What follows belongs to an exercise in optimizing a design on an open flow for a short achievable clock period and few clock cycles per item; a production flow would make more cautious choices.
Where RTL was checked, it was by simulation tests only, not by an equivalence proof against the original.
Function not checked in runs 1 to 5: the RTL went through the layout flow alone.
In runs 5 to 7 the design's own scripts or RTL, not TritonCTS, make the clock network.
The flow treats the clock pin as an ideal source. Dropping or thinning the clock tree relies on that and would not hold on a real chip.
No activity file was given, so power comes from the tool's default toggle rates.

## design/flow/design.v

```verilog
`timescale 1ns / 1ns
module uiFDMA_bgen (
    input  wire        clk,
    input  wire        rstn,
    input  wire        start,
    input  wire [31:0] start_addr,
    input  wire [15:0] start_size,
    input  wire        ready,
    output reg         valid,
    output reg  [31:0] addr,
    output reg  [7:0]  len
);
    reg  [31:0] a_q;        
    reg  [21:0] a_inc;      
    reg  [9:0]  nfull;      
    reg  [9:0]  nf_m1;      
    reg         nf_nz;      
    reg         part;       
    reg         full_q;     
    reg  [5:0]  lm1;        
    reg  [1:0]  seq;        
    reg         idle;       
    wire [5:0]  s_lm1  = start_size[5:0] - 6'd1;
    wire        s_full = |start_size[15:6];
    wire        seq1   = (seq == 2'd1);
    wire        seq3   = (seq == 2'd3);
    always @(posedge clk) begin
        a_inc <= a_q[31:10] + 22'd1;
        nf_m1 <= nfull - 10'd1;
        nf_nz <= |nfull;
        if (!rstn) begin
            a_q    <= 32'd0;
            nfull  <= 10'd0;
            part   <= 1'b0;
            full_q <= 1'b0;
            lm1    <= 6'd0;
            seq    <= 2'd0;
        end else if (start) begin
            a_q    <= start_addr;
            nfull  <= start_size[15:6];
            part   <= |start_size[5:0];
            full_q <= s_full;
            lm1    <= s_lm1;
            seq    <= 2'd0;
        end else if (~idle & ready) begin
            seq    <= 2'd1;
        end else if (seq != 2'd0) begin
            seq    <= seq + 2'd1;
            if (seq1) begin
                a_q[31:10] <= a_inc;
                if (nf_nz) nfull <= nf_m1;
                else part <= 1'b0;
            end
            if (seq3) full_q <= nf_nz;
        end
        valid <= rstn & (start | (~idle & ~ready) | (seq3 & (nf_nz | part)));
        idle  <= ~(rstn & (start | (~idle & ~ready) | (seq3 & (nf_nz | part))));
        addr  <= start ? start_addr : {(seq1 ? a_inc : a_q[31:10]), a_q[9:0]};
        len   <= {2'b00, start ? (s_lm1 | {6{s_full}}) : (lm1 | {6{seq3 ? nf_nz : full_q}})};
    end
endmodule
module uiFDMA_dcnt (
    input  wire        clk,
    input  wire        rstn,
    input  wire        load,
    input  wire [15:0] val,
    input  wire        dec,
    output wire        one,      
    output wire        nz        
);
    reg  [5:0] lo;
    reg  [9:0] hi;
    reg  [9:0] hi_m1;
    wire       hi_z = (hi == 10'd0);
    assign one = hi_z & (lo == 6'd1);
    assign nz  = ~hi_z | (lo != 6'd0);
    always @(posedge clk) begin
        if (!rstn) begin
            lo <= 6'd0;
            hi <= 10'd0;
        end else if (load) begin
            lo <= val[5:0];
            hi <= val[15:6];
        end else if (dec) begin
            lo <= lo - 6'd1;
            if (lo == 6'd0) hi <= hi_m1;
        end
        hi_m1 <= load ? val[15:6] - 10'd1 : hi - 10'd1;
    end
endmodule
module uiFDMA#
(
parameter  integer         M_AXI_ID_WIDTH			= 3		    ,
parameter  integer         M_AXI_ID			        = 0		    ,
parameter  integer         M_AXI_ADDR_WIDTH			= 32		,
parameter  integer         M_AXI_DATA_WIDTH			= 128		,
parameter  integer		  M_AXI_MAX_BURST_LEN       = 64
)
(
input   wire [M_AXI_ADDR_WIDTH-1 : 0]      fdma_waddr          ,
input                                      fdma_wareq          ,
input   wire [15 : 0]                      fdma_wsize          ,
output                                     fdma_wbusy          ,
input   wire [M_AXI_DATA_WIDTH-1 :0]       fdma_wdata		   ,
output  wire                               fdma_wvalid         ,
input	wire                               fdma_wready		   ,
input   wire [M_AXI_ADDR_WIDTH-1 : 0]      fdma_raddr          ,
input                                      fdma_rareq          ,
input   wire [15 : 0]                      fdma_rsize          ,
output                                     fdma_rbusy          ,
output  wire [M_AXI_DATA_WIDTH-1 :0]       fdma_rdata		   ,
output  wire                               fdma_rvalid         ,
input	wire                               fdma_rready		   ,
input 	wire  								M_AXI_ACLK			,
input 	wire  								M_AXI_ARESETN		,
output 	wire [M_AXI_ID_WIDTH-1 : 0]		    M_AXI_AWID			,
output 	wire [M_AXI_ADDR_WIDTH-1 : 0] 	    M_AXI_AWADDR		,
output 	wire [7 : 0]						M_AXI_AWLEN			,
output 	wire [2 : 0] 						M_AXI_AWSIZE		,
output 	wire [1 : 0] 						M_AXI_AWBURST		,
output 	wire  								M_AXI_AWLOCK		,
output 	wire [3 : 0] 						M_AXI_AWCACHE		,
output 	wire [2 : 0] 						M_AXI_AWPROT		,
output 	wire [3 : 0] 						M_AXI_AWQOS			,
output 	wire  								M_AXI_AWVALID		,
input	wire  								M_AXI_AWREADY		,
output  wire [M_AXI_ID_WIDTH-1 : 0] 		M_AXI_WID			,
output  wire [M_AXI_DATA_WIDTH-1 : 0] 	    M_AXI_WDATA			,
output  wire [M_AXI_DATA_WIDTH/8-1 : 0] 	M_AXI_WSTRB			,
output  wire  								M_AXI_WLAST			,
output  wire  								M_AXI_WVALID		,
input   wire  								M_AXI_WREADY		,
input   wire [M_AXI_ID_WIDTH-1 : 0] 		M_AXI_BID			,
input   wire [1 : 0] 						M_AXI_BRESP			,
input   wire  								M_AXI_BVALID		,
output  wire  								M_AXI_BREADY		,
output  wire [M_AXI_ID_WIDTH-1 : 0] 		M_AXI_ARID			,
output  wire [M_AXI_ADDR_WIDTH-1 : 0] 	    M_AXI_ARADDR		,
output  wire [7 : 0] 						M_AXI_ARLEN			,
output  wire [2 : 0] 						M_AXI_ARSIZE		,
output  wire [1 : 0] 						M_AXI_ARBURST		,
output  wire  								M_AXI_ARLOCK		,
output  wire [3 : 0] 						M_AXI_ARCACHE		,
output  wire [2 : 0] 						M_AXI_ARPROT		,
output  wire [3 : 0] 						M_AXI_ARQOS			,
output  wire  								M_AXI_ARVALID		,
input   wire  								M_AXI_ARREADY		,
input   wire [M_AXI_ID_WIDTH-1 : 0] 		M_AXI_RID			,
input   wire [M_AXI_DATA_WIDTH-1 : 0] 	    M_AXI_RDATA			,
input   wire [1 : 0] 						M_AXI_RRESP			,
input   wire  								M_AXI_RLAST			,
input   wire  								M_AXI_RVALID		,
output  wire  								M_AXI_RREADY
	);
wire clk  = M_AXI_ACLK;
wire rstn = M_AXI_ARESETN;
assign M_AXI_AWID    = M_AXI_ID;
assign M_AXI_AWSIZE  = 3'd4;
assign M_AXI_AWBURST = 2'b01;
assign M_AXI_AWLOCK  = 1'b0;
assign M_AXI_AWCACHE = 4'b0010;
assign M_AXI_AWPROT  = 3'h0;
assign M_AXI_AWQOS   = 4'h0;
assign M_AXI_WID     = M_AXI_ID;
assign M_AXI_WSTRB   = {(M_AXI_DATA_WIDTH/8){1'b1}};
assign M_AXI_BREADY  = 1'b1;
assign M_AXI_ARID    = M_AXI_ID;
assign M_AXI_ARSIZE  = 3'd4;
assign M_AXI_ARBURST = 2'b01;
assign M_AXI_ARLOCK  = 1'b0;
assign M_AXI_ARCACHE = 4'b0010;
assign M_AXI_ARPROT  = 3'h0;
assign M_AXI_ARQOS   = 4'h0;
reg  wbusy;                       
reg  widle;                       
wire wstart = fdma_wareq & widle;
assign fdma_wbusy = wbusy;
uiFDMA_bgen aw_gen (
    .clk(clk), .rstn(rstn), .start(wstart), .start_addr(fdma_waddr),
    .start_size(fdma_wsize), .ready(M_AXI_AWREADY),
    .valid(M_AXI_AWVALID), .addr(M_AXI_AWADDR), .len(M_AXI_AWLEN));
reg         w_more;              
reg         w_take0;             
reg         w_take0_n;           
reg  [5:0]  u_idx;
wire        u_one, u_nz;
assign fdma_wvalid = ~(w_take0_n | ~fdma_wready);
wire tk   = fdma_wready & w_take0;
wire u_lb = u_one | (u_idx == 6'd63);
uiFDMA_dcnt u_cnt (
    .clk(clk), .rstn(rstn), .load(wstart), .val(fdma_wsize), .dec(tk),
    .one(u_one), .nz(u_nz));
reg          wh_v;                
reg          wh_e;                
reg          w1_v, w2_v;          
reg  [129:0] wh_i;                
reg  [128:0] wh_d;                
reg  [129:0] w1_i, w2_i;          
wire         w_hs = ~wh_e & M_AXI_WREADY;
wire [129:0] w_new = {u_one, u_lb, fdma_wdata};
wire         wh_ld = wh_e | M_AXI_WREADY;           
wire [129:0] wh_nx = w1_v ? w1_i : w_new;
assign M_AXI_WVALID = wh_v;
assign M_AXI_WLAST  = wh_d[128];
assign M_AXI_WDATA  = wh_d[127:0];
wire w_n0 = wh_e;
wire w_n1 = ~wh_e & ~w1_v;
wire w_n2 = w1_v & ~w2_v;
wire w_n3 = w2_v;
wire w_up = tk & ~w_hs;
wire w_dn = w_hs & ~tk;
wire w_c1 = (w_n0 & w_up) | (w_n1 & ~w_up & ~w_dn) | (w_n2 & w_dn);
wire w_c2 = (w_n1 & w_up) | (w_n2 & ~w_up & ~w_dn) | (w_n3 & w_dn);
wire w_c3 = (w_n2 & w_up) | (w_n3 & ~w_dn);
wire w_more_nx = rstn & (wstart | (tk ? ~u_one : u_nz));
always @(posedge clk) begin
    wbusy   <= rstn & (wstart | (~widle & ~(w_hs & wh_i[129])));
    widle   <= ~(rstn & (wstart | (~widle & ~(w_hs & wh_i[129]))));
    w_more  <= w_more_nx;
    w_take0 <= w_more_nx & ~(rstn & w_c3);
    w_take0_n <= ~(w_more_nx & ~(rstn & w_c3));
    wh_v    <= rstn & (w_c1 | w_c2 | w_c3);
    wh_e    <= ~(rstn & (w_c1 | w_c2 | w_c3));
    w1_v    <= rstn & (w_c2 | w_c3);
    w2_v    <= rstn & w_c3;
    if (!rstn) wh_i <= 130'd0;
    else if (wh_ld) wh_i <= wh_nx;
    wh_d <= wh_ld ? wh_nx[128:0] : wh_i[128:0];
    if (wh_ld) w1_i <= w2_v ? w2_i : w_new;
    else if (~w1_v) w1_i <= w_new;
    if (wh_ld | ~w2_v) w2_i <= w_new;
    if (wstart) u_idx <= 6'd0;
    else if (tk) u_idx <= u_idx + 6'd1;
end
reg  rbusy;                       
reg  ridle;                       
wire rstart = fdma_rareq & ridle;
assign fdma_rbusy = rbusy;
uiFDMA_bgen ar_gen (
    .clk(clk), .rstn(rstn), .start(rstart), .start_addr(fdma_raddr),
    .start_size(fdma_rsize), .ready(M_AXI_ARREADY),
    .valid(M_AXI_ARVALID), .addr(M_AXI_ARADDR), .len(M_AXI_ARLEN));
reg          rh_v;                
reg          rh_e;                
reg          rs_e;                
reg          r_full;              
reg  [127:0] rh_i;
reg  [127:0] rh_d;                
reg  [127:0] rs_i;                
wire         rready = ~(r_full & ~fdma_rready);
wire         r_hs = M_AXI_RVALID & rready;
wire         dlv = fdma_rready & rh_v;
wire         rh_ld = ~rh_v | fdma_rready;           
wire [127:0] rh_nx = rs_e ? M_AXI_RDATA : rs_i;
wire         d_one, d_nz;
assign M_AXI_RREADY = rready;
assign fdma_rvalid  = ~(rh_e | ~fdma_rready);
assign fdma_rdata   = rh_d;
uiFDMA_dcnt d_cnt (
    .clk(clk), .rstn(rstn), .load(rstart), .val(fdma_rsize), .dec(dlv),
    .one(d_one), .nz(d_nz));
wire r_c1 = (~rs_e & dlv & ~r_hs) | (rh_v & rs_e & (r_hs ~^ dlv)) | (~rh_v & r_hs);
wire r_c2 = (~rs_e & (r_hs | ~dlv)) | (rh_v & rs_e & r_hs & ~dlv);
always @(posedge clk) begin
    rbusy <= rstn & (rstart | (~ridle & ~(dlv & d_one)));
    ridle <= ~(rstn & (rstart | (~ridle & ~(dlv & d_one))));
    rh_v  <= rstn & (r_c1 | r_c2);
    rh_e  <= ~(rstn & (r_c1 | r_c2));
    rs_e  <= ~(rstn & r_c2);
    r_full <= rstn & r_c2;
    if (!rstn) rh_i <= 128'd0;
    else if (rh_ld) rh_i <= rh_nx;
    rh_d <= rh_ld ? rh_nx : rh_i;
    if (rs_e | rh_ld) rs_i <= M_AXI_RDATA;
end
endmodule
```

## design/flow/flow/run.sh

```bash
#!/bin/bash
# The standard ORFS layout (the standard.sh), with the port buffers that
# buffer_ports inserts made plain buf_4 cells instead of the library's
# smallest buffer (a delay cell), so that the paths through them start fast.
set -euo pipefail
bash standard.sh "BUFFER_PORTS_ARGS=-buffer_cell sky130_fd_sc_hd__buf_4" finish > standard_flow.log 2>&1
```

## design/flow/standard.sh

```bash
#!/bin/bash
# synth_recipe.tcl (not shown) runs the flow's synth.tcl, then flattens the netlist and writes it again
# the make line also repeats each setting of config.mk as NAME=value (left out here)
make -C /OpenROAD-flow-scripts/flow DESIGN_CONFIG=/design/flow/config.mk WORK_HOME=/design/flow/orfs CLKGATE_MAP_FILE= SYNTH_SCRIPT=/design/flow/synth_recipe.tcl "${@:-finish}"
```

## design/flow/config.mk

```make
export PLATFORM = sky130hd
export DESIGN_NAME = uiFDMA
export DESIGN_NICKNAME = uiFDMA
export VERILOG_FILES = /design/flow/design.v
export SDC_FILE = /design/flow/constraint.sdc
export NUM_CORES = 4
export LEC_CHECK = 0
export ABC_CLOCK_PERIOD_IN_PS = 1700
export CAP_MARGIN = 20
export CORE_AREA = 10 10 270 270
export DIE_AREA = 0 0 280 280
export SETUP_SLACK_MARGIN = 1.6
export SLEW_MARGIN = 20
```

## design/flow/constraint.sdc

```tcl
create_clock -name core_clock -period 3.3 [get_ports {M_AXI_ACLK}]
set_input_delay 0.6600 -clock core_clock [delete_from_list [all_inputs] [get_ports {M_AXI_ACLK}]]
set_output_delay 0.6600 -clock core_clock [all_outputs]
set_load 0.01 [all_outputs]
```

==> results of run 1 <==
## registers in the layout, indices dropped and copies added, names as in the netlist, 22 cells and up
register	flops
w1_i	130
ar_gen.addr	32
wh_i	130
rs_i	128
rh_d	128
w2_i	130
wh_d	129
aw_gen.a_inc	22
rh_i	128
ar_gen.a_inc	22
aw_gen.addr	32
ar_gen.a_q	32
aw_gen.a_q	32
## where the power goes
| part | leakage [nW] | internal, mW | switching, mW |
|---|---|---|---|
| clock network | 1.93 | 7.68 | 5.63 |
| registers | 10.8 | 16.6 | 0.605 |
| logic | 10.5 | 1.90 | 1.90 |
## critical path: stages (launching register included)
cell	delay, ps
dfxtp_1	360
or4_1	600
or4_4	520
o21ai_4	150
o211ai_4	100
a21oi_2	110
## layer usage
metal	vias to the layer above	GRT usage (%)	part of all wire, %	wire, um
met1	15278	35.6	38	47800
li1	14856	-	-	-
met2	1132	50.2	50	62700
met5	-	0	0.11	133
met4	18	13.2	4.1	5170
met3	263	8.50	8.2	10400
## cell usage in the layout (no fill, tap or decap), drive strengths merged, types with 58 or more instances in the layout
cell type	synthesis	layout
dfxtp	967	967
buf	125	791
nand2	522	526
nor2	350	351
o21ai	344	344
mux2i	324	324
and2	264	267
edfxtp	258	258
clkbuf	173	182
a21oi	141	141
o22ai	128	128
conb	2	64
xnor2	58	58
## layout make-up
cell class	instances	area, sq um
sequential	1225	27600
multi-input combinational	2490	14900
fill	3937	11500
timing repair buffer	799	7950
clock buffer	175	3490
tap	873	1090
clock inverter	44	380
inverter	33	126
antenna	34	85.1
## synth_stat cells, drive strengths merged (24+ instances only)
cell / instances / area, sq um
dfxtp: 967 / 19400
nand2: 522 / 1960
nor2: 350 / 1320
o21ai: 344 / 1740
mux2i: 324 / 3240
and2: 264 / 1650
edfxtp: 258 / 7750
clkbuf: 173 / 649
a21oi: 141 / 709
o22ai: 128 / 801
buf: 125 / 773
xnor2: 58 / 508
xor2: 37 / 324
a211oi: 32 / 240
inv: 32 / 120
and3: 30 / 188
nor3: 29 / 145
ha: 25 / 313
nand3: 24 / 120
## kinds of logic after synthesis
group	Yosys count	share of synthesized area, %
mux	326	7.64
xor+xnor	95	1.95
other cells	2	0.0176
simple gates	1294	13.9
fa+ha+maj	25	0.732
flops	1225	63.4
compound gates	673	8.74
buf+inv	332	3.64
## per-stage QoR
step | worst slack [ps] | hold WS, ps | power (mW)
floorplan | 909 | 401 | 19.0
global placement | 696 | 422 | 20.5
detailed placement | 671 | 426 | 20.6
CTS | 1350 | 135 | 34.2
global route | 1330 | 137 | 35.4
finish | 1370 | 165 | 34.3
## worst paths after layout
path / startpoint / end / slack, ps / cells after the start
worst min-delay path: fdma_wdata[92] / w2_i[92] / 170 / 1
worst max register to register: u_cnt.hi[5] / wh_i[128] / 1370 / 5
worst max-delay path: u_cnt.hi[5] / wh_i[128] / 1370 / 5
worst min register to register: wh_i[59] / wh_d[59] / 430 / 2
## repair_timing
action                                 4_1_cts  5_1_grt
setup endpoints to repair                 1149      782
hold buffers                                 0        0
buffers inserted                            24       21
endpoints found under the hold margin        0        0
gates resized for setup                    697      103
gates cloned                                10       14
pin swaps                                   18       15
==> results.cfg, run 1 <==
[status]
status = finished clean

[sta]
tns_ps = 0
slew_viol_final = 0
tightest_slew_ps = 840
finalClockSkew_ps = 25.2
fmax_mhz = 519
maxSlewHeadroom_pct = 44.0
post-route-period-util_pct = 58.4
layout_min_cycle_time_ps = 1930
finalSetupViolations = 0
hold_violations = 0
grt_setup_unrepaired = true

[synth]
synth_area_sq_um = 42700
postSynthCellCount = 3972
synthDistinctLibCells = 62
synth_flop_cell = dfxtp_1
synth-edff-count = 258
ys_seq_elements = 1225
yosysSeqAreaShare_pct = 63.4
yosys_warnings = 3
synthArstFlopShare_pct = 0
avgSynthCellArea_sq_um = 10.8

[clock_tree]
clk_pin_slew_ps = 70
cts_root_buffer = clkbuf_16
htreeDepth = 3
cts_tree = done
cts_buffer_depth = 3
cts_num_sinks = 1225
clk_latency_ps = 680
numCtsBuffers = 116

[drt]
vias = 31547
drt-initial-drc-count = 2640
routedWlPerCell_um = 22.2
ant_nets = 0
drc_errors = 0
viasPerCell = 5.56
finalWirelength_mm = 126
first_pass_iters = 7

[placement]
globalplace.congestion = 0.825
dp.cells = 5351
place_hpwl_mm = 77.4
port_buffers = 702
placedInstanceArea_sq_um = 48600

[pwr]
vdd_drop_max_uv = 528
p_per_area_nw_per_um2 = 617
p_leak_nw = 23.3

[layout]
fin_cells = 5673
drive_above_1_share_pct = 30.0
final_nets = 5064
utilization_pct = 82.9
fin_area_sq_um = 55600
syn_to_final_growth_pct = 30.0

[critical_path]
cp.required_ps = 3890
crit_fanout = 5
cp-start-kind = flip-flop
crit_arrival_ps = 2520
crit_path_end_kind = flip-flop
crit_type = flip-flop to flip-flop

[global_routing]
grt_pass1_wl_mm = 183
grt-ovfl-total = 0
grt_use_total_pct = 30.0
grt_max_degree = 167
antenna_found_initial = 38
grt_pass1_vias = 30754

[die]
die_h_um = 280
die_area_sq_um = 78400
io_pins = 779
fp.dieW_um = 280
core_area_sq_um = 67000
start_util_pct = 63.7
fp-row-count = 95

[min_path]
hold_path.class = input pin to flip-flop

[run]
max_cap_viol_count = 0
==> run 2: changes to the inputs <==
--- a/design/flow/design.v
+++ b/design/flow/design.v
@@ -12,7 +12,5 @@
 );
     reg  [31:0] a_q;        
-    reg  [21:0] a_inc;      
     reg  [9:0]  nfull;      
-    reg  [9:0]  nf_m1;      
     reg         nf_nz;      
     reg         part;       
@@ -25,7 +23,6 @@
     wire        seq1   = (seq == 2'd1);
     wire        seq3   = (seq == 2'd3);
+    wire [21:0] a_inc  = a_q[31:10] + 22'd1;
     always @(posedge clk) begin
-        a_inc <= a_q[31:10] + 22'd1;
-        nf_m1 <= nfull - 10'd1;
         nf_nz <= |nfull;
         if (!rstn) begin
@@ -49,5 +46,5 @@
             if (seq1) begin
                 a_q[31:10] <= a_inc;
-                if (nf_nz) nfull <= nf_m1;
+                if (nf_nz) nfull <= nfull - 10'd1;
                 else part <= 1'b0;
             end
@@ -71,5 +68,4 @@
     reg  [5:0] lo;
     reg  [9:0] hi;
-    reg  [9:0] hi_m1;
     wire       hi_z = (hi == 10'd0);
     assign one = hi_z & (lo == 6'd1);
@@ -84,7 +80,6 @@
         end else if (dec) begin
             lo <= lo - 6'd1;
-            if (lo == 6'd0) hi <= hi_m1;
+            if (lo == 6'd0) hi <= hi - 10'd1;
         end
-        hi_m1 <= load ? val[15:6] - 10'd1 : hi - 10'd1;
     end
 endmodule
==> results.cfg, run 2 <==
[layout]
utilization_pct = 79.7
top_regs = w1_i (130), w2_i (130), wh_i (130)
drive_above_1_share_pct = 32.8
syn_to_final_growth_pct = 32.0
final_common_cell = dfxtp_1
layout_common_cells = 521 x dfxtp_1, 431 x buf_4, 414 x nand2_1
final_nets = 4861

[global_routing]
grt_use_total_pct = 29.4
grt_pass1_vias = 29063
grt_pass1_wl_mm = 178
antenna_found_initial = 44
grt_max_degree = 190
grt-ovfl-total = 0

[sta]
slew_viol_final = 0
post-route-period-util_pct = 57.7
maxSlewHeadroom_pct = 37.7
whs_ps = 159
fmax_mhz = 525
finalSetupViolations = 0
tns_ps = 0
layout_min_cycle_time_ps = 1900
finalClockSkew_ps = 28.9
hold_violations = 0
grt_setup_unrepaired = true
setup_ws_ps = 1400
tightest_slew_ps = 935

[synth]
yosysSeqAreaShare_pct = 62.8
ys_seq_elements = 1141
synthArstFlopShare_pct = 0
synth_area_sq_um = 40500
yosysMostFrequentCell = dfxtp_1
yosysTopAreaCell = dfxtp_1
synth.top_cell.area_share_pct = 43.7
postSynthCellCount = 3756
synth-edff-count = 258
yosys_warnings = 3
yosys-top-cells-area = dfxtp_1 44%, edfxtp_1 19%, mux2i_1 6.5%, and2_1 4.1%, nand2_1 4.0%
synthDistinctLibCells = 67
synthTopCellsByCount = 883 x dfxtp_1, 428 x nand2_1, 368 x nor2_1, 270 x o21ai_0, 265 x and2_1
avgSynthCellArea_sq_um = 10.8
synth_flop_cell = dfxtp_1

[die]
die_area_sq_um = 78400
start_util_pct = 60.4
die_h_um = 280
fp-row-count = 95
fp.dieW_um = 280
io_pins = 779
core_area_sq_um = 67000

[pwr]
p_leak_nw = 22.3
p_per_area_nw_per_um2 = 609
vdd_drop_max_uv = 594
power_mw = 32.5

[clock_tree]
clk_latency_ps = 690
clk_pin_slew_ps = 60
cts_tree = done
htreeDepth = 3
cts_num_sinks = 1141
cts_buffer_depth = 3
cts_root_buffer = clkbuf_16
cts_hold_buf = 0
numCtsBuffers = 110

[critical_path]
cp-start-kind = flip-flop
cp.required_ps = 2640
crit_chain = nor2b_1 -> buf_4
cp_slowest_stage_delay_ps = 300
crit_path_end_kind = primary output
crit_type = flip-flop to primary output
crit_arrival_ps = 1240
r2r_setup_slack_ps = 1500
crit_fanout = 1
crit_family = flip-flops
slowest_stage = dfxtp_1
crit_buf_inv = 1

[placement]
globalplace.congestion = 0.885
port_buffers = 702
dp_slack_ps = 943
place_hpwl_mm = 76.2

[drt]
drc_errors = 0
first_pass_iters = 6
viasPerCell = 5.49
ant_nets = 0
routedWlPerCell_um = 22.5
drt-initial-drc-count = 2146
finalWirelength_mm = 123
vias = 29984

[min_path]
hold_path.class = input pin to flip-flop

[run]
max_cap_viol_count = 0

[status]
status = finished clean
==> run 2: changes by cell type after synthesis, moves of 6 or more <==
cell      before  now
or3_1          2    8
a211oi_1      32   39
mux2i_1      324  262
buf_2         33   64
nor2_1       349  368
dfxtp_1      967  883
o21ai_0      299  270
nand3_1       24   36
clkbuf_1     173  136
and3_1        30   17
o211ai_1       3    9
a21oi_1      140  124
xor2_1        37   67
nand2_1      522  428
==> run 2: what timing repair did <==
| item | 4_1_cts | 5_1_grt |
|---|---|---|
| setup endpoints to repair | 1203 | 807 |
| gates resized for setup | 692 | 147 |
| pin swaps | 27 | 67 |
| cloned | 13 | 4 |
| buffers inserted | 37 | 33 |
==> run 2: worst reg2reg max path: stages, from the launching register on <==
cell	delay, ps
dfxtp_2	320
inv_2	80
ha_4	160
and4_4	290
nand4_4	170
buf_4	190
nor2_1	150
xnor2_1	180
a21oi_1	110
==> run 2: metrics by stage <==
step,instances,area [sq um]
finish,5463,53400
global route,5460,53400
CTS,5394,52500
detailed placement,5137,46200
global placement,5137,46200
floorplan,3818,41000
==> run 2: cells by family (layout without fill, tap and decap cells) <==
logic type / after synthesis / count (layout) / synth area share, %
buffers and inverters: 321 / 1055 / 3.80
DFF: 1141 / 1141 / 62.8
xor gates and xnor gates: 121 / 121 / 2.62
muxes: 265 / 265 / 6.56
and+or+nand+nor: 1250 / 1256 / 14.7
AOI/OAI and AO/OA: 632 / 632 / 8.72
adders and majority gates: 24 / 24 / 0.742
other: 2 / 96 / 0.0186
==> run 2: worst paths after layout <==
path              cells past startpoint              end            start
setup reg to reg                      8  ar_gen.addr[24]    ar_gen.seq[1]
hold / removal                        1         rs_i[82]  M_AXI_RDATA[82]
setup / recovery                      2      fdma_rvalid             rh_e
hold reg to reg                       2         wh_d[20]         wh_i[20]
==> run 2: layer usage <==
metal	share of wire, %	up-vias	global-route usage (%)
li1	-	14177	-
met1	38	14638	33.8
met2	50	919	49.2
met3	8.1	228	9.59
met4	3.9	22	13.4
met5	0.12	-	0
==> run 2: final cells by class <==
class,count,area [sq um]
Clock inverter,44,467
Timing Repair Buffer,816,7980
Inverter,32,124
Multi-Input combinational cell,2362,14400
Fill cell,4282,13600
Clock buffer,163,3350
Sequential cell,1141,25900
Tap cell,873,1090
Antenna cell,32,80.1
==> run 2: power by group <==
group	internal, mW	switching, mW	leakage, nW
Clock	7.59	5.42	1.89
Combinational	1.79	1.74	10.2
Sequential	15.4	0.565	10.2
==> run 3: changes to the inputs <==
--- a/design/flow/design.v
+++ b/design/flow/design.v
@@ -63,23 +63,35 @@
     input  wire [15:0] val,
     input  wire        dec,
-    output wire        one,      
-    output wire        nz        
+    output reg         one,      
+    output reg         nz        
 );
     reg  [5:0] lo;
     reg  [9:0] hi;
-    wire       hi_z = (hi == 10'd0);
-    assign one = hi_z & (lo == 6'd1);
-    assign nz  = ~hi_z | (lo != 6'd0);
+    reg        hi_z;             
+    reg        hi_1;             
+    wire       wrap = (lo == 6'd0);
     always @(posedge clk) begin
         if (!rstn) begin
-            lo <= 6'd0;
-            hi <= 10'd0;
+            lo   <= 6'd0;
+            hi   <= 10'd0;
+            hi_z <= 1'b1;
+            one  <= 1'b0;
+            nz   <= 1'b0;
         end else if (load) begin
-            lo <= val[5:0];
-            hi <= val[15:6];
+            lo   <= val[5:0];
+            hi   <= val[15:6];
+            hi_z <= (val[15:6] == 10'd0);
+            one  <= (val == 16'd1);
+            nz   <= (val != 16'd0);
         end else if (dec) begin
-            lo <= lo - 6'd1;
-            if (lo == 6'd0) hi <= hi - 10'd1;
+            lo   <= lo - 6'd1;
+            if (wrap) begin
+                hi   <= hi - 10'd1;
+                hi_z <= hi_1;
+            end
+            one  <= hi_z & (lo == 6'd2);
+            nz   <= ~one;
         end
+        hi_1 <= load ? (val[15:6] == 10'd1) : (hi == 10'd1);
     end
 endmodule
@@ -182,5 +194,6 @@
 assign fdma_wvalid = ~(w_take0_n | ~fdma_wready);
 wire tk   = fdma_wready & w_take0;
-wire u_lb = u_one | (u_idx == 6'd63);
+reg  u_i63;                        
+wire u_lb = u_one | u_i63;
 uiFDMA_dcnt u_cnt (
     .clk(clk), .rstn(rstn), .load(wstart), .val(fdma_wsize), .dec(tk),
@@ -227,4 +240,5 @@
     if (wstart) u_idx <= 6'd0;
     else if (tk) u_idx <= u_idx + 6'd1;
+    u_i63 <= ~wstart & (tk ? (u_idx == 6'd62) : u_i63);
 end
 reg  rbusy;                       
==> results.cfg, run 3 <==
[status]
status = finished clean

[global_routing]
grt-ovfl-total = 0
grt_pass1_wl_mm = 181
antenna_found_initial = 52
grt_pass1_vias = 29901
grt_use_total_pct = 29.7
grt_max_degree = 147

[drt]
vias = 30665
first_pass_iters = 5
drt-initial-drc-count = 2310
finalWirelength_mm = 127
drc_errors = 0
viasPerCell = 5.57
ant_nets = 0
routedWlPerCell_um = 23.2

[layout]
final_common_cell = dfxtp_1
syn_to_final_growth_pct = 33.3
top_regs = w1_i (130), w2_i (130), wh_i (130)
n_fill_cell = 4093
drive_above_1_share_pct = 33.6
fin_cells = 5501
final_nets = 4902
regArea_sq_um = 26100
utilization_pct = 81.2
multiInputGateArea_sq_um = 15100
layout_common_cells = 525 x dfxtp_1, 423 x buf_4, 400 x nand2_1
fin_area_sq_um = 54500

[synth]
yosysTopAreaCell = dfxtp_1
yosys-top-cells-area = dfxtp_1 44%, edfxtp_1 19%, mux2i_1 6.5%, and2_1 4.0%, nand2_1 3.8%
synthDistinctLibCells = 67
synth_top_family_by_area = simple AND/OR/NAND/NOR gates
yosysMostFrequentCell = dfxtp_1
synthArstFlopShare_pct = 0
ys_seq_elements = 1149
synth_flop_cell = dfxtp_1
synth.area.mux_share_pct = 6.55
synth-edff-count = 258
synthTopCellsByCount = 891 x dfxtp_1, 414 x nand2_1, 367 x nor2_1, 309 x o21ai_0
synth.top_cell.area_share_pct = 43.7
synthAdderAreaFrac_pct = 0.858
synth_compound_area_share_pct = 8.86
synth_area_sq_um = 40800
avgSynthCellArea_sq_um = 10.8
synth_xor_area_share_pct = 2.70
postSynthCellCount = 3775
yosys_warnings = 3
yosysSeqAreaShare_pct = 62.7
synthSimpleGateAreaFrac_pct = 14.6

[die]
die_area_sq_um = 78400
die_h_um = 280
fp-row-count = 95
core_area_sq_um = 67000
start_util_pct = 60.9
fp.dieW_um = 280
io_pins = 779

[sta]
slew_viol_final = 0
finalSetupViolations = 0
maxSlewHeadroom_pct = 47.7
hold_violations = 0
layout_min_cycle_time_ps = 1920
tns_ps = 0
setup_ws_ps = 1380
post-route-period-util_pct = 58.1
fmax_mhz = 521
grt_setup_unrepaired = true
finalClockSkew_ps = 24.2
tightest_slew_ps = 785

[clock_tree]
cts_tree = done
cts_root_buffer = clkbuf_16
htreeDepth = 3
clk_pin_slew_ps = 60
clk_latency_ps = 660
cts_num_sinks = 1149
cts_buffer_depth = 3
cts_hold_buf = 0
numCtsBuffers = 110

[critical_path]
crit_arrival_ps = 2440
r2r_setup_slack_ps = 1380
crit_type = flip-flop to flip-flop
crit_path_end_kind = flip-flop
r2r_end = ar_gen.addr[26]
r2r-start = ar_gen.a_q[18]
cp-start-kind = flip-flop
crit_fanout = 6
cp.required_ps = 3820
worstSetupStartpoint = ar_gen.a_q[18]
rr_worst_depth = 7

[placement]
port_buffers = 702
placedInstanceArea_sq_um = 46700
globalplace.congestion = 0.835
dp.cells = 5156
place_hpwl_mm = 76.4
dp_slack_ps = 244

[run]
max_cap_viol_count = 0

[min_path]
whs_path_depth = 1
hp-start = M_AXI_RDATA[50]
hold-path-endpoint = rs_i[50]
hold_path.class = input pin to flip-flop

[pwr]
p_per_area_nw_per_um2 = 595
vdd_drop_max_uv = 503
p_leak_nw = 22.7
-- run 3: changes by cell type after synthesis, sizes merged, moves of 4 or more --
cell     change
a2111oi      +4
a211oi       +5
a21oi        -7
and4         -4
buf          -9
clkbuf       +7
dfxtp        +8
ha           +4
nand2       -13
or3          +4
xor2         +7
-- run 3: worst max-delay path by stage --
stage	endpoint	cells after the start
after detailed placement	w2_i[49]	5
after global placement	w2_i[52]	5
after floorplan	rs_i[0]	5
final	ar_gen.addr[26]	7
after CTS	fdma_rvalid	2
after global routing	ar_gen.a_q[26]	9
-- run 3: power breakdown --
part           internal [mW]  switching [mW]
Clock                   7.49            5.33
Combinational           1.77            1.74
Sequential              15.5           0.591
-- run 3: cell families (layout without fill, tap and decap cells) --
| logic type | count (synthesis) | after routing |
|---|---|---|
| other | 2 | 97 |
| buffers and inverters | 319 | 1073 |
| xor gates and xnor gates | 126 | 126 |
| and+or+nand+nor | 1243 | 1247 |
| adders and majority gates | 28 | 28 |
| DFF | 1149 | 1149 |
| muxes | 267 | 267 |
| AOI/OAI and AO/OA | 641 | 641 |
-- run 3: area by class of cell --
type | instances | area share, %
Antenna cell | 33 | 0.152
Clock buffer | 163 | 6.08
Clock inverter | 44 | 0.761
Inverter | 32 | 0.227
Multi-Input combinational cell | 2373 | 27.6
Sequential cell | 1149 | 47.9
Tap cell | 873 | 2.01
Timing Repair Buffer | 834 | 15.2
-- run 3: worst max-delay path, stage by stage, from the launching register on --
cell	delay (ps)
dfxtp_1	490
nand4_4	250
buf_4	220
nor4_4	270
buf_4	210
nand3_2	80
xor2_1	180
a21oi_1	80
-- run 3: through the flow --
step                power [mW]  hold slack, ps
global placement          19.1             423
detailed placement        19.2             431
floorplan                 17.6             417
global route              33.5             164
finish                    32.4             178
CTS                       32.3             152
-- run 3: metal layers --
| metal | track usage (%) | up-vias | wire [um] |
|---|---|---|---|
| met4 | 13.4 | 42 | 5290 |
| met3 | 9.61 | 277 | 11200 |
| met2 | 49.9 | 1118 | 63800 |
| li1 | - | 14347 | - |
| met5 | 0 | - | 264 |
| met1 | 34.1 | 14881 | 47000 |
-- run 3: timing repair --
item	in CTS	in global routing
buffers inserted	54	30
endpoints found under the setup margin	1233	886
cloned	11	10
pin swaps	48	77
resized for setup	741	199
==> run 4: changes to the inputs <==
--- a/design/flow/design.v
+++ b/design/flow/design.v
@@ -12,4 +12,5 @@
 );
     reg  [31:0] a_q;        
+    reg  [21:0] a_inc;      
     reg  [9:0]  nfull;      
     reg         nf_nz;      
@@ -23,6 +24,6 @@
     wire        seq1   = (seq == 2'd1);
     wire        seq3   = (seq == 2'd3);
-    wire [21:0] a_inc  = a_q[31:10] + 22'd1;
     always @(posedge clk) begin
+        a_inc <= a_q[31:10] + 22'd1;
         nf_nz <= |nfull;
         if (!rstn) begin
==> design/flow/flow/run.sh (replaced) <==
#!/bin/bash
# The standard ORFS layout (the standard.sh) with two changes to how the
# layout is made:
#  - buffer_ports inserts plain buf_4 port buffers instead of the library's
#    smallest buffer (a delay cell);
#  - the clock tree is built by flow/my_cts.tcl (sourced as ORFS's PRE_CTS_TCL
#    hook, it stands in for TritonCTS): a balanced two-stage tree of clkbuf_16
#    buffers, MY_CTS_ROOTS roots fed by the clock port, each driving leaf
#    buffers that serve compact groups of at most MY_CTS_LEAF flip-flops.
# Everything else (synthesis, floorplan, power grid, placement, timing repair,
# routing) is the standard flow. The make log goes to standard_flow.log and
# each ORFS step keeps its own log under orfs/logs.
set -euo pipefail
here=$(pwd)
export PRE_CTS_TCL="$here/flow/my_cts.tcl"
export MY_CTS_LEAF=30
export MY_CTS_ROOTS=4
bash standard.sh "BUFFER_PORTS_ARGS=-buffer_cell sky130_fd_sc_hd__buf_4" \
    "PRE_CTS_TCL=$here/flow/my_cts.tcl" finish > standard_flow.log 2>&1
==> design/flow/flow/my_cts.tcl (new file) <==
# Clock tree built here instead of TritonCTS: the flip-flops are split into
# compact groups of at most about MY_CTS_LEAF sinks by recursive bisection of
# their placement; each group gets one clkbuf_16 at its centre, and the group
# buffers are driven by MY_CTS_ROOTS clkbuf_16 root buffers, each at the centre
# of the group buffers it drives, fed by the clock port. Every flip-flop sees
# the same two buffer stages.

proc my_cts_split {pts k} {
  if {$k <= 1} { return [list $pts] }
  set xs {}; set ys {}
  foreach p $pts { lappend xs [lindex $p 0]; lappend ys [lindex $p 1] }
  set xs [lsort -integer $xs]; set ys [lsort -integer $ys]
  set dx [expr {[lindex $xs end] - [lindex $xs 0]}]
  set dy [expr {[lindex $ys end] - [lindex $ys 0]}]
  set idx [expr {$dx >= $dy ? 0 : 1}]
  set s [lsort -integer -index $idx $pts]
  set k1 [expr {$k / 2}]
  set k2 [expr {$k - $k1}]
  set n [llength $s]
  set n1 [expr {int(round(double($n) * $k1 / $k))}]
  set a [lrange $s 0 [expr {$n1 - 1}]]
  set b [lrange $s $n1 end]
  return [concat [my_cts_split $a $k1] [my_cts_split $b $k2]]
}

proc my_cts_centre {pts} {
  set sx 0.0; set sy 0.0
  foreach p $pts { set sx [expr {$sx + [lindex $p 0]}]; set sy [expr {$sy + [lindex $p 1]}] }
  set n [llength $pts]
  return [list [expr {int($sx / $n)}] [expr {int($sy / $n)}]]
}

proc my_cts_place {inst xy} {
  set block [ord::get_db_block]
  set core [$block getCoreArea]
  set m [$inst getMaster]
  set w [$m getWidth]; set h [$m getHeight]
  set x [expr {[lindex $xy 0] - $w / 2}]
  set y [expr {[lindex $xy 1] - $h / 2}]
  set x [expr {max([$core xMin], min($x, [$core xMax] - $w))}]
  set y [expr {max([$core yMin], min($y, [$core yMax] - $h))}]
  $inst setLocation $x $y
  $inst setPlacementStatus PLACED
}

proc my_cts_build {} {
  set leaf_max [expr {[info exists ::env(MY_CTS_LEAF)] ? $::env(MY_CTS_LEAF) : 50}]
  set nroots [expr {[info exists ::env(MY_CTS_ROOTS)] ? $::env(MY_CTS_ROOTS) : 2}]
  set db [ord::get_db]
  set block [ord::get_db_block]
  set master [$db findMaster sky130_fd_sc_hd__clkbuf_16]
  set clk [$block findNet M_AXI_ACLK]
  set pts {}
  foreach it [$clk getITerms] {
    set inst [$it getInst]
    set b [$inst getBBox]
    lappend pts [list [expr {([$b xMin] + [$b xMax]) / 2}] [expr {([$b yMin] + [$b yMax]) / 2}] $it]
  }
  set n [llength $pts]
  set k [expr {($n + $leaf_max - 1) / $leaf_max}]
  set groups [my_cts_split $pts $k]
  puts "my_cts: $n sinks in [llength $groups] groups, $nroots root buffers"
  set leaves {}
  set i 0
  foreach g $groups {
    set inst [odb::dbInst_create $block $master "clkbuf_leaf_$i"]
    set net [odb::dbNet_create $block "clknet_leaf_$i"]
    $net setSigType CLOCK
    foreach p $g {
      set it [lindex $p 2]
      $it disconnect
      $it connect $net
    }
    [$inst findITerm X] connect $net
    set c [my_cts_centre $g]
    my_cts_place $inst $c
    lappend leaves [list [lindex $c 0] [lindex $c 1] [$inst findITerm A]]
    incr i
  }
  set rgroups [my_cts_split $leaves $nroots]
  set j 0
  foreach g $rgroups {
    set inst [odb::dbInst_create $block $master "clkbuf_root_$j"]
    set net [odb::dbNet_create $block "clknet_root_$j"]
    $net setSigType CLOCK
    foreach p $g { [lindex $p 2] connect $net }
    [$inst findITerm X] connect $net
    [$inst findITerm A] connect $clk
    my_cts_place $inst [my_cts_centre $g]
    incr j
  }
  $clk setSigType CLOCK
  global_connect
}

rename clock_tree_synthesis tritoncts_clock_tree_synthesis
proc clock_tree_synthesis {args} {
  my_cts_build
}
--- a/design/flow/config.mk
+++ b/design/flow/config.mk
@@ -6,8 +6,8 @@
 export NUM_CORES = 4
 export LEC_CHECK = 0
-export ABC_CLOCK_PERIOD_IN_PS = 1700
+export ABC_CLOCK_PERIOD_IN_PS = 1500
 export CAP_MARGIN = 20
 export CORE_AREA = 10 10 270 270
 export DIE_AREA = 0 0 280 280
-export SETUP_SLACK_MARGIN = 1.6
+export SETUP_SLACK_MARGIN = 1.8
 export SLEW_MARGIN = 20
==> results.cfg, run 4 <==
[status]
status = stopped before the end
firstError = [ERROR DPL-0038] Utilization greater than 100%, impossible to legalize
stop_stage = global routing

[synth]
postSynthCellCount = 3872
synth_flop_cell = dfxtp_1
synthDistinctLibCells = 64
yosys-top-cells-area = dfxtp_1 45%, edfxtp_1 19%, mux2i_1 7.4%, o21ai_0 4.3%, nand2_1 4.1%
yosysSeqAreaShare_pct = 63.4
yosysTopAreaCell = dfxtp_1
yosys_warnings = 3
yosysMostFrequentCell = dfxtp_1
synthTopCellsByCount = 935 x dfxtp_1, 460 x nand2_1, 358 x o21ai_0, 310 x mux2i_1, 309 x nor2_1
synth.top_cell.area_share_pct = 44.8
avgSynthCellArea_sq_um = 10.8
synth_area_sq_um = 41700
synth-edff-count = 258
synthArstFlopShare_pct = 0
ys_seq_elements = 1193

[die]
fp.dieW_um = 280
fp-row-count = 95
die_h_um = 280
io_pins = 779
start_util_pct = 62.3

[placement]
globalplace.congestion = 0.846
place_hpwl_mm = 78.2
port_buffers = 702

[global_routing]
grt_max_degree = 64

[sta]
postGrtWorstEndpoint = aw_gen.nfull[6]$_SDFFE_PN0P_/D
worstEndpointType = register input
[run 4: worst min path at each step]
stage                         from              end  slack, ps  cells past startpoint
CTS                 aw_gen.a_q[10]  aw_gen.a_inc[0]        420                      1
global placement     aw_gen.a_q[6]   aw_gen.addr[6]        430                      2
detailed placement   aw_gen.a_q[6]   aw_gen.addr[6]        430                      2
floorplan           aw_gen.a_q[10]  aw_gen.a_inc[0]        400                      1
[run 4: cell families after synthesis]
| kind of cell | after synthesis | share of synthesized area (%) |
|---|---|---|
| flops | 1193 | 63.4 |
| simple gates | 1260 | 14.2 |
| xor+xnor | 83 | 1.74 |
| buf+inv | 336 | 3.71 |
| mux | 313 | 7.51 |
| compound gates | 657 | 8.59 |
| other cells | 2 | 0.0180 |
| fa+ha+maj | 28 | 0.839 |
[run 4: power groups by stage]
stage | combinational (mW) | clock, mW | sequential [mW]
after detailed placement | 3.04 | 0 | 16.7
after floorplan | 1.43 | 0 | 16.8
after global placement | 3.00 | 0 | 16.7
after CTS | 4.44 | 4.92 | 16.9
[run 4: metrics by stage]
stage / hold slack (ps) / cells / area (sq um) / total power [mW] / worst slack, ps
after floorplan: 405 / 3934 / 43400 / 18.2 / 907
after detailed placement: 430 / 5247 / 48300 / 19.8 / 718
after CTS: 420 / 5685 / 60200 / 26.2 / 1270
after global placement: 425 / 5247 / 48300 / 19.7 / 803
[run 4: what timing repair did]
action,4_1_cts
setup buffers,226
pin swaps,353
hold buffers,0
gates cloned,168
gates resized for setup,1327
setup endpoints to repair,1174
==> run 5: changes to the inputs <==
--- a/design/flow/config.mk
+++ b/design/flow/config.mk
@@ -8,6 +8,6 @@
 export ABC_CLOCK_PERIOD_IN_PS = 1500
 export CAP_MARGIN = 20
-export CORE_AREA = 10 10 270 270
-export DIE_AREA = 0 0 280 280
-export SETUP_SLACK_MARGIN = 1.8
+export CORE_AREA = 10 10 290 290
+export DIE_AREA = 0 0 300 300
+export SETUP_SLACK_MARGIN = 1.7
 export SLEW_MARGIN = 20
==> results.cfg, run 5 <==
[critical_path]
cp.required_ps = 3680
crit_arrival_ps = 2340
cp_slowest_stage_delay_ps = 550
worstSetupStartpoint = u_cnt.hi[3]
worst_path_most_repeated_cell = or4_4
crit_chain = or4_4 -> or4_4 -> or3_1 -> a31oi_1
cp-start-kind = flip-flop
crit_path_end_kind = flip-flop
crit_fanout = 4
crit_type = flip-flop to flip-flop
slowest_stage = or4_4
r2r-start = u_cnt.hi[3]

[drt]
first_pass_iters = 9
viasPerCell = 5.79
routedWlPerCell_um = 28.0
vias = 34813
drc_errors = 0
ant_nets = 0
drt-initial-drc-count = 3025
finalWirelength_mm = 169

[die]
core_area_sq_um = 77600
die_area_sq_um = 90000
start_util_pct = 53.8
fp-row-count = 102
die_h_um = 300
fp.dieW_um = 300
io_pins = 779

[layout]
fin_area_sq_um = 64300
final_nets = 5345
fin_cells = 6013
drive_above_1_share_pct = 48.4
n_fill_cell = 4140
syn_to_final_growth_pct = 54.0
multiInputGateArea_sq_um = 19800
regArea_sq_um = 26700
final_common_cell = dfxtp_1
top_regs = w1_i (130), w2_i (130), wh_i (130)
layout_common_cells = 782 x dfxtp_1, 745 x buf_4, 303 x mux2i_1

[global_routing]
grt-ovfl-total = 0
grt_max_degree = 53
antenna_found_initial = 39
grt_use_total_pct = 33.3
grt_pass1_vias = 34110
grt_pass1_wl_mm = 228

[clock_tree]
clk_latency_ps = 450
clk_pin_slew_ps = 120

[sta]
layout_min_cycle_time_ps = 1950
finalClockSkew_ps = 25.4
hold_violations = 0
post-route-period-util_pct = 59.2
tns_ps = 0
grt_setup_unrepaired = true
slew_viol_final = 0
fmax_mhz = 512
finalSetupViolations = 0

[synth]
synthTopCellsByCount = 935 x dfxtp_1, 460 x nand2_1, 358 x o21ai_0, 310 x mux2i_1, 309 x nor2_1
synth.top_cell.area_share_pct = 44.8
yosys_warnings = 3
synth_area_sq_um = 41700
synth-edff-count = 258
postSynthCellCount = 3872
ys_seq_elements = 1193
yosys-top-cells-area = dfxtp_1 45%, edfxtp_1 19%, mux2i_1 7.4%, o21ai_0 4.3%, nand2_1 4.1%
synthArstFlopShare_pct = 0
yosysTopAreaCell = dfxtp_1
synth_flop_cell = dfxtp_1
synthDistinctLibCells = 64
yosysMostFrequentCell = dfxtp_1
avgSynthCellArea_sq_um = 10.8
yosysSeqAreaShare_pct = 63.4

[placement]
placedInstanceArea_sq_um = 48600
dp.cells = 5415
port_buffers = 702
globalplace.congestion = 0.824
place_hpwl_mm = 80.0

[min_path]
hp-start = M_AXI_RDATA[46]
hold_path.class = input pin to flip-flop

[run]
max_cap_viol_count = 0

[pwr]
vdd_drop_max_uv = 537
p_per_area_nw_per_um2 = 443
p_leak_nw = 28.5

[status]
status = finished clean
==> run 5: cell counts after synthesis <==
Identical to the previous run, type by type.
==> run 5: metal layers <==
metal / global-route usage [%] / part of all wire [%] / vias to the layer above
met5: 0 / 0.096 / -
met2: 56.2 / 49 / 1685
met3: 8.41 / 8.7 / 529
li1: - / - / 15378
met1: 38.9 / 36 / 17197
met4: 16.8 / 6.7 / 24
==> run 5: through the flow <==
step | total power, mW | hold slack, ps | util [%] | worst slack, ps
after floorplan | 18.3 | 405 | - | 907
after global placement | 19.8 | 427 | 62.6 | 968
after detailed placement | 19.8 | 432 | 62.6 | 928
after CTS | 26.3 | 423 | 78.6 | 1230
after global routing | 29.3 | 377 | 82.9 | 1270
final | 28.5 | 396 | 82.9 | 1350
==> run 5: cell families (layout without fill, tap and decap cells) <==
family	Yosys count	count (layout)	share of synthesized area, %
AO/OA/AOI/OAI	657	659	8.59
XOR/XNOR	83	83	1.74
adder cells (fa/ha/maj)	28	28	0.839
buffers and inverters	336	1326	3.71
flip-flops	1193	1193	63.4
multiplexers	313	313	7.51
other	2	96	0.0180
AND/OR/NAND/NOR	1260	1275	14.2
==> run 5: path summary, 6_finish.rpt <==
path         cells past startpoint               to  slack (ps)
max                              4      u_cnt.hi[9]        1350
min                              1         rs_i[46]         400
max reg2reg                      4      u_cnt.hi[9]        1350
min reg2reg                      1  aw_gen.a_inc[0]         450
==> run 5: cell type report <==
cell class | instances | share of cell area, %
plain buffers | 44 | 1.71
well taps | 1040 | 2.02
multi-input cells | 2422 | 30.7
inverters | 36 | 0.267
flip-flops and latches | 1193 | 41.5
repair buffers | 1246 | 23.6
diodes | 32 | 0.125
==> run 5: power breakdown <==
group	total, mW	internal (mW)	switching, mW
registers	16.7	16.0	0.700
logic	5.07	2.60	2.46
clock network	6.76	2.43	4.33
total	28.5	21.0	7.50
==> run 5: timing repair <==
action / in CTS / in global routing
gates cloned: 166 / 14
pin swaps: 546 / 214
setup buffers: 248 / 94
hold buffers: 0 / 0
setup endpoints to repair: 1161 / 1041
resized for setup: 1510 / 626
==> run 5: worst max-delay path, delay by kind of cell (launching register included) <==
kind	cells	cell delay, ps
AOI/OAI and AO/OA	1	160
DFF	1	360
and+or+nand+nor	3	1380
==> run 6: changes to the inputs <==
--- a/design/flow/design.v
+++ b/design/flow/design.v
@@ -20,5 +20,5 @@
     reg  [1:0]  seq;        
     reg         idle;       
-    wire [5:0]  s_lm1  = start_size[5:0] - 6'd1;
+    wire [5:0]  s_lm1  = ~(~start_size[5:0] + 6'd1);    
     wire        s_full = |start_size[15:6];
     wire        seq1   = (seq == 2'd1);
@@ -47,5 +47,5 @@
             if (seq1) begin
                 a_q[31:10] <= a_inc;
-                if (nf_nz) nfull <= nfull - 10'd1;
+                if (nf_nz) nfull <= ~(~nfull + 10'd1);      
                 else part <= 1'b0;
             end
@@ -86,7 +86,7 @@
             nz   <= (val != 16'd0);
         end else if (dec) begin
-            lo   <= lo - 6'd1;
+            lo   <= ~(~lo + 6'd1);                      
             if (wrap) begin
-                hi   <= hi - 10'd1;
+                hi   <= ~(~hi + 10'd1);                  
                 hi_z <= hi_1;
             end
--- a/design/flow/flow/run.sh
+++ b/design/flow/flow/run.sh
@@ -14,5 +14,5 @@
 here=$(pwd)
 export PRE_CTS_TCL="$here/flow/my_cts.tcl"
-export MY_CTS_LEAF=30
+export MY_CTS_LEAF=26
 export MY_CTS_ROOTS=4
 bash standard.sh "BUFFER_PORTS_ARGS=-buffer_cell sky130_fd_sc_hd__buf_4" \
--- a/design/flow/config.mk
+++ b/design/flow/config.mk
@@ -10,4 +10,4 @@
 export CORE_AREA = 10 10 290 290
 export DIE_AREA = 0 0 300 300
-export SETUP_SLACK_MARGIN = 1.7
+export SETUP_SLACK_MARGIN = 1.6
 export SLEW_MARGIN = 20
==> results.cfg, run 6 <==
[sta]
fmax_mhz = 552
maxSlewHeadroom_pct = 66.6
setup_ws_ps = 1490
grt_setup_unrepaired = true
tns_ps = 0
post-route-period-util_pct = 54.9
hold_violations = 0
layout_min_cycle_time_ps = 1810
finalSetupViolations = 0
tightest_slew_ps = 502
finalClockSkew_ps = 15.7
slew_viol_final = 0

[layout]
drive_above_1_share_pct = 36.2
layout_common_cells = 920 x dfxtp_1, 779 x buf_4, 311 x mux2i_1
fin_cells = 5886
final_nets = 5205
top_regs = w1_i (130), w2_i (130), wh_i (130)
fin_area_sq_um = 59500
final_common_cell = dfxtp_1
syn_to_final_growth_pct = 42.1

[placement]
port_buffers = 702
place_hpwl_mm = 78.6
globalplace.congestion = 0.836
placedInstanceArea_sq_um = 47900
dp.cells = 5411
dp_slack_ps = 924

[synth]
synthArstFlopShare_pct = 0
synth_flop_cell = dfxtp_1
synth_area_sq_um = 41900
yosysMostFrequentCell = dfxtp_1
synthTopCellsByCount = 935 x dfxtp_1, 466 x nand2_1, 342 x o21ai_0, 314 x nor2_1, 311 x mux2i_1
postSynthCellCount = 3867
yosys-top-cells-area = dfxtp_1 45%, edfxtp_1 18%, mux2i_1 7.4%, nand2_1 4.2%, o21ai_0 4.1%
yosysSeqAreaShare_pct = 63.2
avgSynthCellArea_sq_um = 10.8
synthDistinctLibCells = 66
ys_seq_elements = 1193
yosysTopAreaCell = dfxtp_1
synth.top_cell.area_share_pct = 44.7
yosys_warnings = 3
synth-edff-count = 258

[critical_path]
crit_fanout = 4
rr_worst_depth = 6
cp.required_ps = 2640
r2r-start = wh_e
r2r_setup_slack_ps = 1610
crit_family = buffers and inverters
r2r_end = w1_i[46]
crit_buf_inv = 3
crit_chain = buf_12 -> buf_6 -> nand2b_4 -> buf_6
worst_path_most_repeated_cell = buf_6
slowest_stage = nand2b_4
cp-start-kind = input pin
cp_slowest_stage_delay_ps = 130
crit_arrival_ps = 1150
crit_path_end_kind = primary output
crit_type = input pin to primary output

[pwr]
pwr-share-clk_pct = 25.3
comb_power_share_pct = 15.7
p_leak_nw = 25.9
seqPwrFrac_pct = 59.0
vdd_drop_max_uv = 559
switching_share_pct = 25.4
switchingPower_mw = 7.11
power_mw = 28.0
p_per_area_nw_per_um2 = 470
p_int_mw = 20.9

[die]
fp-row-count = 102
io_pins = 779
die_area_sq_um = 90000
start_util_pct = 54.0
fp.dieW_um = 300
die_h_um = 300
core_area_sq_um = 77600

[min_path]
hold_path.class = input pin to flip-flop
hp-start = M_AXI_RDATA[99]
hold-path-endpoint = rs_i[99]
whs_path_depth = 1

[drt]
ant_nets = 0
viasPerCell = 5.64
route.met3.wl_mm = 12.7
drc_errors = 0
first_pass_iters = 5
drt-initial-drc-count = 2738
m1WireLength_mm = 59.0
finalWirelength_mm = 156
vias = 33214
routedWlPerCell_um = 26.5
wl_met2_mm = 75.2
highest-signal-layer = met5

[status]
status = finished clean

[global_routing]
grt_max_degree = 71
grt_pass1_wl_mm = 222
grt-ovfl-total = 0
grt_use_total_pct = 32.6
antenna_found_initial = 51
grt_pass1_vias = 32846

[clock_tree]
clk_latency_ps = 450
clk_pin_slew_ps = 110

[run]
max_cap_viol_count = 0
-- run 6: changes by cell type in the layout (fill, tap and decap cells not counted), moves of 27 or more --
cell / delta
dfxtp_1: +138
buf_6: -130
dfxtp_2: -125
nand2_1: +111
nand2_4: -111
nor2_1: +104
o22ai_1: +71
nor2_4: -58
o22ai_2: -53
nor2_2: -41
buf_4: +34
a21oi_1: +27
-- run 6: worst max path at each step --
stage	from	endpoint	slack, ps	depth (start not counted)
3_3_place_gp	M_AXI_WREADY	w1_i[57]	960	6
4_1_cts	M_AXI_WREADY	w1_i[113]	1280	8
3_5_place_dp	M_AXI_WREADY	w1_i[54]	920	6
6_report	fdma_rready	M_AXI_RREADY	1490	4
5_1_grt	fdma_rready	M_AXI_RREADY	1480	4
2_1_floorplan	fdma_rready	rs_i[0]	930	5
-- run 6: worst reg2reg max path, delay by kind of cell, from the launching register on --
kind / cells / cell delay [ps]
AND/OR/NAND/NOR: 2 / 560
buffers and inverters: 3 / 460
flip-flops: 1 / 390
AO/OA/AOI/OAI: 1 / 180
-- run 6: per-stage QoR --
stage / utilization [%] / hold slack (ps)
6_report: 76.7 / 383
5_1_grt: 76.7 / 368
4_1_cts: 75.8 / 415
3_5_place_dp: 61.7 / 416
3_3_place_gp: 61.7 / 413
2_1_floorplan: - / 394
-- run 6: power by group through the flow --
stage | combinational [mW] | sequential (mW) | clock [mW]
after floorplan | 1.41 | 16.8 | 0
after global placement | 3.02 | 16.7 | 0
after detailed placement | 3.06 | 16.7 | 0
after CTS | 4.25 | 16.8 | 5.28
after global routing | 4.67 | 16.6 | 7.57
final | 4.40 | 16.5 | 7.07
-- run 6: area by class of cell --
class	count	area [sq um]
diodes	40	100
plain buffers	50	1250
fillers	5082	18100
inverters	38	150
multi-input cells	2416	17100
flip-flops and latches	1193	26500
well taps	1040	1300
repair buffers	1109	13100
-- run 6: timing repair --
item	CTS	global route
setup buffers	184	35
hold buffers	0	0
resized for setup	1248	66
endpoints found under the setup margin	1163	867
gates cloned	164	2
pin swaps	382	18
-- run 6: cells by family after synthesis --
family	share of synthesized area (%)
fa+ha+maj	0.687
compound gates	8.34
flops	63.2
other cells	0.0179
buf+inv	3.99
simple gates	14.5
mux	7.54
xor+xnor	1.78
-- run 6: layer usage --
layer | GRT usage (%) | vias to the layer above
li1 | - | 15082
met1 | 39.4 | 16319
met2 | 54.3 | 1413
met3 | 7.35 | 372
met4 | 16.5 | 28
met5 | 0 | -
Testbench counts of run 6, summed over its fixed seeds: cycles 60,518, beats 98,576.
==> run 7: changes to the inputs <==
==> design/flow/flow/run.sh (replaced) <==
#!/bin/bash
# The standard ORFS layout (the standard.sh) with three changes to how the
# layout is made:
#  - buffer_ports inserts plain buf_4 port buffers instead of the library's
#    smallest buffer (a delay cell);
#  - the clock tree is built by flow/my_cts.tcl (sourced as ORFS's PRE_CTS_TCL
#    hook, it stands in for TritonCTS): a balanced two-stage tree of clkbuf_16
#    buffers, MY_CTS_ROOTS roots fed by the clock port, each driving leaf
#    buffers that serve compact groups of at most MY_CTS_LEAF flip-flops;
#  - flow/io.tcl (ORFS's PRE_IO_PLACEMENT_TCL hook) asks the pin placer to keep
#    the pins of each port-to-port path next to each other.
# Everything else (synthesis, floorplan, power grid, placement, timing repair,
# routing) is the standard flow. The make log goes to standard_flow.log and
# each ORFS step keeps its own log under orfs/logs.
set -euo pipefail
here=$(pwd)
export PRE_CTS_TCL="$here/flow/my_cts.tcl"
export PRE_IO_PLACEMENT_TCL="$here/flow/io.tcl"
export MY_CTS_LEAF=26
export MY_CTS_ROOTS=4
bash standard.sh "BUFFER_PORTS_ARGS=-buffer_cell sky130_fd_sc_hd__buf_4" \
    "PRE_CTS_TCL=$here/flow/my_cts.tcl" "PRE_IO_PLACEMENT_TCL=$here/flow/io.tcl" \
    finish > standard_flow.log 2>&1
==> design/flow/flow/io.tcl (new file) <==
# Keep the pins of each combinational port-to-port path together on the die
# edge, so that these paths need no long wires.
set_io_pin_constraint -group -order -pin_names {fdma_rvalid fdma_rready M_AXI_RREADY}
set_io_pin_constraint -group -order -pin_names {fdma_wvalid fdma_wready}
==> results.cfg, run 7 <==
[layout]
utilization_pct = 73.5
fin_area_sq_um = 57000
top_regs = w1_i (130), w2_i (130), wh_i (130)
drive_above_1_share_pct = 33.0
layout_common_cells = 920 x dfxtp_1, 773 x buf_4, 325 x nand2_1
syn_to_final_growth_pct = 36.2
final_common_cell = dfxtp_1
final_nets = 5117

[drt]
drt-initial-drc-count = 2515
finalWirelength_mm = 146
routedWlPerCell_um = 25.2
ant_nets = 0
first_pass_iters = 5
viasPerCell = 5.53
drc_errors = 0
vias = 32015

[synth]
yosys_warnings = 3
synth.top_cell.area_share_pct = 44.7
synth-edff-count = 258
synth_flop_cell = dfxtp_1
yosysTopAreaCell = dfxtp_1
yosys-top-cells-area = dfxtp_1 45%, edfxtp_1 18%, mux2i_1 7.4%, nand2_1 4.2%, o21ai_0 4.1%
synth_area_sq_um = 41900
synthArstFlopShare_pct = 0
synthTopCellsByCount = 935 x dfxtp_1, 466 x nand2_1, 342 x o21ai_0, 314 x nor2_1, 311 x mux2i_1
synthDistinctLibCells = 66
yosysMostFrequentCell = dfxtp_1
postSynthCellCount = 3867
yosysSeqAreaShare_pct = 63.2
avgSynthCellArea_sq_um = 10.8
ys_seq_elements = 1193

[placement]
placedInstanceArea_sq_um = 47900
globalplace.congestion = 0.834
place_hpwl_mm = 78.8
port_buffers = 702

[global_routing]
grt_pass1_vias = 31497
grt_max_degree = 105
grt-ovfl-total = 0
grt_use_total_pct = 30.3
antenna_found_initial = 52
grt_pass1_wl_mm = 208

[sta]
tns_ps = 0
slew_viol_final = 0
finalClockSkew_ps = 19.6
finalSetupViolations = 0
maxSlewHeadroom_pct = 60.4
layout_min_cycle_time_ps = 1810
post-route-period-util_pct = 54.9
fmax_mhz = 552
grt_setup_unrepaired = true
tightest_slew_ps = 595
hold_violations = 0

[pwr]
p_leak_nw = 24.7
p_per_area_nw_per_um2 = 483
vdd_drop_max_uv = 382

[die]
io_pins = 779
die_area_sq_um = 90000
fp.dieW_um = 300
die_h_um = 300
start_util_pct = 54.0
fp-row-count = 102
core_area_sq_um = 77600

[status]
status = finished clean

[critical_path]
crit_type = input pin to primary output
crit_fanout = 3
cp-start-kind = input pin
crit_arrival_ps = 1150
crit_path_end_kind = primary output
cp.required_ps = 2640
rr_worst_depth = 9

[clock_tree]
cts_hold_buf = 0
clk_latency_ps = 450
clk_pin_slew_ps = 100

[run]
max_cap_viol_count = 0

[min_path]
hold_path.class = input pin to flip-flop
whs_path_depth = 1
## run 7: cell count changes in the layout (fill, tap and decap cells not counted), sizes merged
| cell | change |
|---|---|
| inv | -1 |
| and2 | -2 |
| diode | -6 |
| or3b | -1 |
| nand2 | -3 |
| clkbuf | -1 |
| clkinv | +1 |
| buf | -81 |
## run 7: cells by family (layout without fill, tap and decap cells)
logic type                 Yosys count  after routing  synth area share (%)
AOI/OAI and AO/OA                  640            640                  8.34
muxes                              315            315                  7.54
and+or+nand+nor                   1274           1283                  14.5
DFF                               1193           1193                  63.2
buffers and inverters              335           1115                  3.99
xor gates and xnor gates            85             85                  1.78
adders and majority gates           23             23                 0.687
other                                2             98                0.0179
## run 7: metal layers
metal  track usage [%]  vias up  wire length, um
met5                 0        -              247
met4              15.8       38             7830
met3              7.14      313            11200
met2              50.5     1134            70800
met1              36.3    15631            56100
li1                  -    14899                -
## run 7: final timing paths
kind                        start           end  slack, ps
setup / recovery      fdma_rready  M_AXI_RREADY       1490
hold reg to reg          wh_i[20]      wh_d[20]        450
hold / removal    M_AXI_RDATA[52]      rs_i[52]        390
setup reg to reg             rh_v       rh_i[5]       1640
## run 7: repair_timing
action	in CTS	in global routing
endpoints found under the setup margin	1160	558
cloned	123	2
pin swaps	326	12
gates resized for setup	1022	52
hold endpoints to repair	0	0
setup buffers	138	26
## run 7: report_power, final
| group | switching [mW] | total (mW) | internal [mW] |
|---|---|---|---|
| logic | 2.06 | 4.03 | 1.97 |
| clock network | 4.31 | 7.04 | 2.73 |
| registers | 0.534 | 16.5 | 15.9 |
## run 7: per-stage QoR
stage | hold WS, ps | power, mW | std cells | setup slack, ps
finish | 391 | 27.6 | 5792 | 1490
CTS | 416 | 26.0 | 5730 | 1290
global route | 380 | 28.4 | 5787 | 1480
floorplan | 394 | 18.2 | 3929 | 932
detailed placement | 414 | 19.8 | 5419 | 999
global placement | 413 | 19.7 | 5419 | 1030
## run 7: critical path, stage by stage
cell and delay, ps:
buf_12 100, buf_6 110, nand2b_4 140, buf_6 130
## run 7: cell type report
cell class | instances | area, sq um
diodes | 34 | 85.1
plain buffers | 50 | 1250
fillers | 5479 | 20600
inverters | 38 | 149
multi-input cells | 2410 | 16400
flip-flops and latches | 1193 | 26500
well taps | 1040 | 1300
repair buffers | 1027 | 11300

## afterwards: timing with drivers on the ports
The flow's constraints put no driver on any port. The routed layouts listed below were extracted and timed again, unchanged, in two steps.
Step 1 sets driving cells, clkbuf_16 on the clock port and buf_2 on the other inputs (assumed; they add their load-dependent delay and slew).
Step 2 times the ports against the registers' clock, not the clock port: input delays grow and output delays shrink by t, the midpoint of the rising clock arrivals with the driver on.
a / b / c = no drivers / after step 1 / after step 2; a / b = the first two.
| run | shift t [ns] | setup WS [ns] | worst register clock-pin slew, ns | worst data-port slew with drivers (ns) |
|---|---|---|---|---|
| run 1 | 0.741 | 1.372 / 1.330 / 0.875 | 0.07 / 0.07 | 0.16 |
| run 2 | 0.740 | 1.395 / 1.325 / 0.967 | 0.07 / 0.07 | 0.15 |
| run 3 | 0.717 | 1.382 / 1.341 / 1.017 | 0.07 / 0.07 | 0.19 |
| run 5 | 0.591 | 1.346 / 1.263 / 1.024 | 0.12 / 0.12 | 0.31 |
| run 6 | 0.593 | 1.489 / 1.368 / 1.055 | 0.11 / 0.11 | 0.23 |
| run 7 | 0.586 | 1.489 / 1.388 / 1.094 | 0.11 / 0.11 | 0.17 |
After both steps setup and hold are still met in every run listed. The setup slack of run 1, which loses most, moves by -0.042 ns with the drivers and by -0.497 ns with both steps.
